This is an optimization exercise on Yosys and OpenROAD, whose aim is a short achievable clock period and few clock cycles, not a production implementation.
In this exercise RTL edits were held to simulation tests only and were not proved equivalent to the original.
No activity file was given, so power comes from the tool's default toggle rates.

### design/flow/design.v
`timescale 1ns / 1ps
module ALU_OP(clk,rst,en,aluopcode,immed,data_A,data_B,data_result,shldBranch);
	input en,clk,rst;
	input      [15:0]data_A,data_B;       
	input      [8:0] immed;
	input      [4:0] aluopcode;
	output reg shldBranch;
	output     [17:0]data_result;         
	wire [3:0]opcode;
	reg  [17:0]result;                    
	wire op_lsb;                          
	assign opcode = aluopcode[4:1];
	assign op_lsb = aluopcode[0];
	localparam ADD = 0, 
	           OR = 1, 
	           AND = 2, 
	           XOR = 3, 
	           NOT = 4, 
	           RDMem = 5, 
	           WRMem = 6, 
	           LOAD = 8, 
	           COMP = 9, 
	           ShftL = 10, 
	           ShftR = 11, 
	           JumpA = 12, 
	           JumpR = 13;
	always @(posedge clk)                                  
		begin
			if(rst) begin
				result     <= 0;
				shldBranch <= 0;
			end
			else if(en) begin
				case(opcode)
					ADD : begin
					   result <= (op_lsb ? ($signed(data_A)+$signed(data_B)) : (data_A + data_B));
					   shldBranch <= 0;
					end
					OR  : begin
					   result <= data_A | data_B;
					   shldBranch <=0;
					end
					AND : begin
					   result <= data_A & data_B;
					   shldBranch <= 0;
					end
					XOR : begin
					   result <= data_A ^ data_B;
					   shldBranch <= 0;
					end
					NOT : begin
					   result <= ~data_A;
					   shldBranch <= 0;
					end
					LOAD: begin
					   result <= (op_lsb ? ({immed, 8'h00}) : ({8'h00, immed}));
					   shldBranch <= 0;
					end
					COMP: begin
						if(op_lsb)begin
							result[0] <= ($signed(data_A) == $signed(data_B)) ? 1 : 0;
							result[1] <= ($signed(data_A) == 0)               ? 1 : 0;
							result[2] <= ($signed(data_B) == 0)               ? 1 : 0;
							result[3] <= ($signed(data_A) > $signed(data_B))  ? 1 : 0;
							result[4] <= ($signed(data_A) < $signed(data_B))  ? 1 : 0;
						end
						else begin
							result[0] <= (data_A == data_B) ? 1 : 0;
							result[1] <= (data_A == 0)      ? 1 : 0;
							result[2] <= (data_B == 0)      ? 1 : 0;
							result[3] <= (data_A > data_B)  ? 1 : 0;
							result[4] <= (data_A < data_B)  ? 1 : 0;
						end
					end
					ShftL : result <= data_A << (data_B[2:0]);
					ShftR : result <= data_B >> (data_B[2:0]);
					JumpA : begin
						result     <= (op_lsb ? data_A : immed);
						shldBranch <= 1;
					end
					JumpR : begin
						result     <= data_A;
						shldBranch <= data_B [{op_lsb, immed[1:0]}];
					end
				endcase
			end 
		end
	assign data_result = result;
endmodule
`timescale 1ns / 1ps
module Control_Unit(clk, rst,enfetch,endecode,enregrd,enregwr,enalu,enmem);
	input clk,rst;
	output enfetch,endecode,enregrd,enregwr,enalu,enmem;
	reg [2:0] state;
	parameter FETCH  = 3'b000,
		      DECODE = 3'b001,
			  REGRD  = 3'b010,
			  ALU    = 3'b011,
			  REGWR  = 3'b100,
			  MEM    = 3'b101;
	always @(posedge clk)
		begin
			if (rst)
				state <= FETCH;
			else begin
				case(state)
					FETCH : state <= DECODE;
					DECODE: state <= REGRD;
					REGRD : state <= ALU;
					ALU   : state <= REGWR;
					REGWR : state <= MEM;
					MEM   : state <= FETCH;
				endcase
			end
		end
	assign enfetch  = (state == FETCH);
	assign endecode = (state == DECODE);
	assign enregrd  = (state == REGRD | state == REGWR);
	assign enregwr  = (state == REGWR);
	assign enalu    = (state == ALU);
	assign enmem    = (state == MEM);
endmodule
`timescale 1ns / 1ps
module Instruction_decode(clk,rst,en,instr,readreg1,readreg2,writereg,regen,aluopcode,imme);
	input en,clk,rst;
	input      [15:0]instr;
	output reg [2:0]readreg1, readreg2;
	output reg [2:0]writereg;
	output reg [4:0]aluopcode;
	output reg [8:0] imme;
	output reg regen;
	always @(posedge clk)
		begin
			if(rst) begin
				readreg1 <= 0;
				readreg2 <= 0;
				writereg <= 0;
				regen    <= 0;
				imme     <= 0;
				aluopcode<= 0;
			end
			else if(en) begin
				readreg1 <= instr[4:2];
				readreg2 <= instr[7:5];
				aluopcode<= instr[15:11];
				imme     <= instr[7:0];
				writereg <= instr[10:8];
				case(instr[15:12])            
					4'b0111: regen <= 0;
					4'b1100: regen <= 0;
					4'b1101: regen <= 0;
					default: regen <= 1;
				endcase
			end
		end
endmodule
`timescale 1ns / 1ps
module PC_unit(clk, counter, pc_in, pc_out);
	input             clk;
	input      [1:0]  counter;
	input      [15:0] pc_in;
	output reg [15:0] pc_out;
	always@(posedge clk)
		begin
			case(counter)
				2'b00 : pc_out <= pc_out;
				2'b01 : pc_out <= pc_out + 1;     
				2'b10 : pc_out <= pc_in;          
				2'b11 : pc_out <= 0;
			endcase
		end
endmodule
`timescale 1ns / 1ps
module Reg_File(clk,rst,en,regen,readreg1,readreg2, writereg, data_A, data_B, data_result);
	input            clk,rst,en,regen;
	input      [2:0] readreg1,readreg2,writereg;
	input      [15:0] data_result;
	output reg [15:0]data_A, data_B;
	reg [15:0] registers [7:0];
	integer i;                      
	always @(posedge clk) 
		begin
			if(rst) begin
				data_A <= 0;
				data_B <= 0;
				for (i=0; i<8; i=i+1)
					registers[i] <= 0;                   
			end
			else if(en) begin
				data_A <= registers[readreg1];             
				data_B <= registers[readreg2];             
				if(regen)
					registers[writereg] <= data_result;    
			end
		end
endmodule
`timescale 1ns / 1ps
module risc16(clk, rst, imem_addr, imem_data, wb_en, wb_reg, wb_data);
	input         clk, rst;
	output [15:0] imem_addr;
	input  [15:0] imem_data;
	output        wb_en;
	output [2:0]  wb_reg;
	output [15:0] wb_data;
	wire [2:0] readreg1;
	wire [2:0] readreg2;
	wire [2:0] writereg;
	wire [4:0] aluopcode;
	wire [8:0] imme;
	wire [15:0]data_A;
	wire [15:0]data_B;
	wire [17:0]data_result;
	wire [1:0] counter;
	wire [15:0]pc_out;
	wire enfetch,endecode,enregrd,enregwr,enalu,enmem;
	wire shldBranch;
	wire update;
	wire regen;
	Instruction_decode main_instr (clk,rst,endecode,imem_data,readreg1,readreg2,writereg,regen,aluopcode,imme);    
	Control_Unit main_ctrl (clk, rst,enfetch,endecode,enregrd,update,enalu,enmem);
	ALU_OP main_alu (clk,rst,enalu,aluopcode,imme,data_A,data_B,data_result,shldBranch);
	PC_unit main_PC (clk, counter, data_result[15:0], pc_out);
	Reg_File main_reg (clk,rst,enregrd,enregwr,readreg1,readreg2, writereg, data_A, data_B, data_result[15:0]);
	assign enregwr = regen & update ;
	assign counter = (rst) ? 2'b11 : ((shldBranch) ? 2'b10 : ((update) ? 2'b01 : 2'b00));       
	assign imem_addr = pc_out;
	assign wb_en     = enregwr;
	assign wb_reg    = writereg;
	assign wb_data   = data_result[15:0];
endmodule
### design/flow/run.sh
#!/bin/bash
# synth_recipe.tcl (not shown) runs the flow's synth.tcl, then flattens the netlist and writes it again
# the make line also repeats each setting of config.mk as NAME=value (left out here)
make -C /OpenROAD-flow-scripts/flow DESIGN_CONFIG=/design/flow/config.mk WORK_HOME=/design/flow/orfs CLKGATE_MAP_FILE= SYNTH_SCRIPT=/design/flow/synth_recipe.tcl finish
### design/flow/config.mk
export PLATFORM = sky130hd
export DESIGN_NAME = risc16
export DESIGN_NICKNAME = risc16
export VERILOG_FILES = /design/flow/design.v
export SDC_FILE = /design/flow/constraint.sdc
export NUM_CORES = 4
export LEC_CHECK = 0
export CAP_MARGIN = 20
export CORE_MARGIN = 2
export CORE_UTILIZATION = 40
export SLEW_MARGIN = 20
### design/flow/constraint.sdc
create_clock -name core_clock -period 8.0 [get_ports {clk}]
set_input_delay 1.6000 -clock core_clock [delete_from_list [all_inputs] [get_ports {clk}]]
set_output_delay 1.6000 -clock core_clock [all_outputs]
set_load 0.01 [all_outputs]
==> reports/summary.txt <==
Result of the run = no timing/DRC/antenna violations
Syn Std Cell Area = 13,680 um^2
Number of synthesized flops with an enable pin = 144
Library cell with the largest summed area after synthesis = sky130_fd_sc_hd__edfxtp_1
Number of clock sinks = 213
Part of the cycle the worst path needs = 0.4623
Netlist cell types = 73
Number of I/O port buffers = 53
Starting Density = 0.4069
X dimension of the die = 188.9 um
Share of flip-flops with an asynchronous set or reset = 0
Critical Path AT = 4.07 ns
Delay of the slowest cell on the worst path = 0.90 ns
Post-CTS resize count = 0
Maximum ir drop on the vdd rail = 0.1341 mV
Largest net degree at the start of global routing = 65
Setup repair after global routing missed its margin = false
Crit path kind = input port to flop
Maximum fanout encountered on the critical timing path = 31
Slew Limit Fails = 0
Gate count of the mapped netlist = 1,297
Final hold violations = 0
Critical Path, Cell by Cell = buf_2 -> inv_1 -> nand3_1 -> nor2_1 -> and2_1
Kind of cell with the highest combined delay on the critical path = simple AND/OR/NAND/NOR gates
Clk Latency, worst-skew pair = 0.51 ns
Power density relative to cell area = 237.8 nW/um^2
Total global-route track usage = 0.2389
Core Region = 33,620 um^2
Total overflow reported by the global router = 0
Most frequently used flop master after synthesis = sky130_fd_sc_hd__edfxtp_1
Max-cap violations = 0
Post-layout minimum cycle time = 3.698 ns
Layout filler cell count = 3,116
TritonCTS clock tree = yes
Worst min path class = flop to flop
TritonCTS buffer count = 22
Drt total wl = 42,750 um
Fraction of final layout cells with drive strength greater than 1 = 0.1339
Clock transition at the registers of the reported paths = 0.06 ns
Final setup fails = 0
Mean instance size in the synthesized netlist = 10.55 um^2
Global-route wire length before repair = 64,940 um
Slowest stage cell on the critical path = sky130_fd_sc_hd__nor2_1
Antenna diode instance count = 0
Most common cell after layout, fill and taps aside = sky130_fd_sc_hd__edfxtp_1
Vias in the first global route = 10,410
Leakage power total = 5.244 nW
Sort of element at the end of the critical path = flop
Number of buffers inserted for hold repair after clock tree synthesis = 0
Nature of the critical path startpoint = input port
Sequential cell area = 5712 um^2
Full die area = 35,690 um^2
Number of design rule violations left after detail routing = 0
First DRT Iteration DRCs = 1,185
Number of buffers inserted by post-CTS setup repair = 0
Final TNS setup = 0 ns
Maximum frequency from static timing analysis = 0.2704 GHz
Data required time at the worst endpoint = 8.37 ns
Post-route ant nets = 0
Per-cell routed wire length = 24.15 um
Vias = 10,570
Buffers and inverters on the worst path = 2
Portion of the post-synthesis area used by sequential elements = 0.4172
Final Hold Slack = 0.4562 ns
Number of primary I/O pins = 54
Routed vias/inst = 5.973
Buffer levels on the longest clock path = 3
Area growth from synthesis to final layout = 12.33%
First-pass iteration count of the detailed router = 6
Number of levels the H-tree was split into = 1
Global placer's final weighted congestion = 0.9376
Slew margin rel. = 0.2934
Clk_skew = 0.009821 ns
Die H = 188.9 um
Ys Warns = 5
Number of placement rows = 67
Antenna violations before repair = 0
Root Buffer = sky130_fd_sc_hd__clkbuf_16
Top cells by area, synth = sky130_fd_sc_hd__edfxtp_1 32%, sky130_fd_sc_hd__mux4_2 13%, sky130_fd_sc_hd__dfxtp_1 10%, sky130_fd_sc_hd__and2_1 5.8%, sky130_fd_sc_hd__ha_1 4.7%
Area share of the largest cell type after synthesis = 0.3162
Most frequent cells in the layout = 144 x sky130_fd_sc_hd__edfxtp_1, 126 x sky130_fd_sc_hd__and2_1, 124 x sky130_fd_sc_hd__nor2_1
Fin nets = 1,376
Worst slew pin tran = 1.060 ns
Net count after synthesis = 1,367
Count of state elements after synthesis = 213
DP Wirelength = 29,410 um
Multi-input gate area in the final layout = 7398 um^2
cell families (layout without fill, tap and decap cells):
group / count (synthesis) / after routing / synth area share
AND/OR/NAND/NOR: 453 / 453 / 0.1682
AO/OA/AOI/OAI: 265 / 265 / 0.1270
flip-flops: 213 / 213 / 0.4172
multiplexers: 144 / 144 / 0.1800
buffers and inverters: 144 / 169 / 0.04281
adder cells (fa/ha/maj): 52 / 52 / 0.04812
XOR/XNOR: 26 / 26 / 0.01665
cells in the mapped netlist (all sizes together) (6+ instances only):
cell and n:
dfxtp 69, a211oi 39, nor2 126, nor2b 8, edfxtp 144, inv 46, o21ai 47, a22oi 10
and2 126, nand3 21, mux4 81, nor3 21, buf 38, a31oi 9, mux2i 57, nand2b 9
xnor2 17, mux2 6, a32oi 12, ha 51, nand2 92, clkbuf 59, nor4 15, a21oi 83
xor2 9, and3 9
power by group:
part	total (mW)	switching, mW	leakage (nW)	internal (mW)
clock network	1.08	0.419	0.385	0.665
logic	1.13	0.676	2.81	0.456
registers	1.44	0.178	2.05	1.26
total	3.65	1.27	5.24	2.38
registers in the layout, indices dropped and copies added (netlist names):
name / count
main_ctrl.state: 3
main_reg.data_A: 16
main_instr.readreg2: 2
main_instr.writereg: 3
main_instr.imme: 4
main_instr.readreg1: 2
main_alu.shldBranch: 1
main_alu.result: 16
main_instr.aluopcode: 5
main_reg.registers: 128
main_PC.pc_out: 16
main_instr.regen: 1
main_reg.data_B: 16
worst register-to-register path, stage by stage, from the launching register on:
cell	delay, ns
sky130_fd_sc_hd__dfxtp_1	0.57
sky130_fd_sc_hd__inv_1	0.14
sky130_fd_sc_hd__ha_1	0.47
sky130_fd_sc_hd__o21ai_1	0.12
sky130_fd_sc_hd__a2111oi_0	0.38
sky130_fd_sc_hd__o21ai_1	0.20
sky130_fd_sc_hd__a32oi_1	0.27
sky130_fd_sc_hd__xor2_1	0.13
sky130_fd_sc_hd__a2111oi_0	0.73
sky130_fd_sc_hd__nor2_1	0.08
cell type report:
class	count	share of cell area
clock inverters	9	0.007900
repair buffers	82	0.04838
multi-input cells	940	0.4816
inverters	47	0.01148
flip-flops and latches	213	0.3718
well taps	448	0.03649
clock buffers	31	0.04243
path summary, 6_finish.rpt:
kind	start	to	slack, ns	cells after the start
max	rst	main_reg.registers[3][6]	4.30	5
min	main_instr.aluopcode[3]	main_instr.aluopcode[3]	0.46	2
max reg2reg	main_reg.data_A[4]	main_alu.result[15]	4.76	9
min reg2reg	main_instr.aluopcode[3]	main_instr.aluopcode[3]	0.46	2
through the flow:
stage | worst slack (ns) | util | power [mW] | cells | area (um^2)
global route | 4.017 | 0.4570 | 3.808 | 1770 | 15360
CTS | 4.310 | 0.4568 | 3.649 | 1769 | 15360
global placement | 3.874 | 0.4338 | 2.561 | 1729 | 14580
detailed placement | 3.783 | 0.4338 | 2.563 | 1729 | 14580
floorplan | 4.040 | - | 2.166 | 1297 | 13680
finish | 4.302 | 0.4570 | 3.653 | 1770 | 15360
metal layers:
| metal | share of wire | up-vias | global-route usage |
|---|---|---|---|
| met5 | 0 | - | 0 |
| met4 | 0.033 | 0 | 0.08684 |
| met3 | 0.065 | 81 | 0.02614 |
| met2 | 0.47 | 439 | 0.3815 |
| met1 | 0.44 | 5203 | 0.3371 |
| li1 | - | 4850 | - |
Testbench counts, summed over its fixed seeds: cycles 79,624.

port drivers added, routing unchanged:
In the flow no input, the clock included, has a driving cell. The finished layout below was timed again as built, in two steps. Step 1: set_driving_cell puts a clkbuf_16 on clk and a buf_2 on each other input, an assumption about the parent block. Step 2, shift: input delay + t, output delay - t, t = (earliest + latest rising clock arrival at the registers) / 2. This alone moves slack from input paths to output paths. Three values: ideal ports, drivers, drivers and shift; two values: the first two.
shift t [ns]: 0.550
slack for setup (ns): 4.302 / 4.328 / 3.778
worst hold slack (ns): 0.456 / 0.456 / 0.456
After both steps setup and hold are still met in this run. The setup slack of this run moves by +0.026 ns with the drivers and by -0.524 ns with both steps.
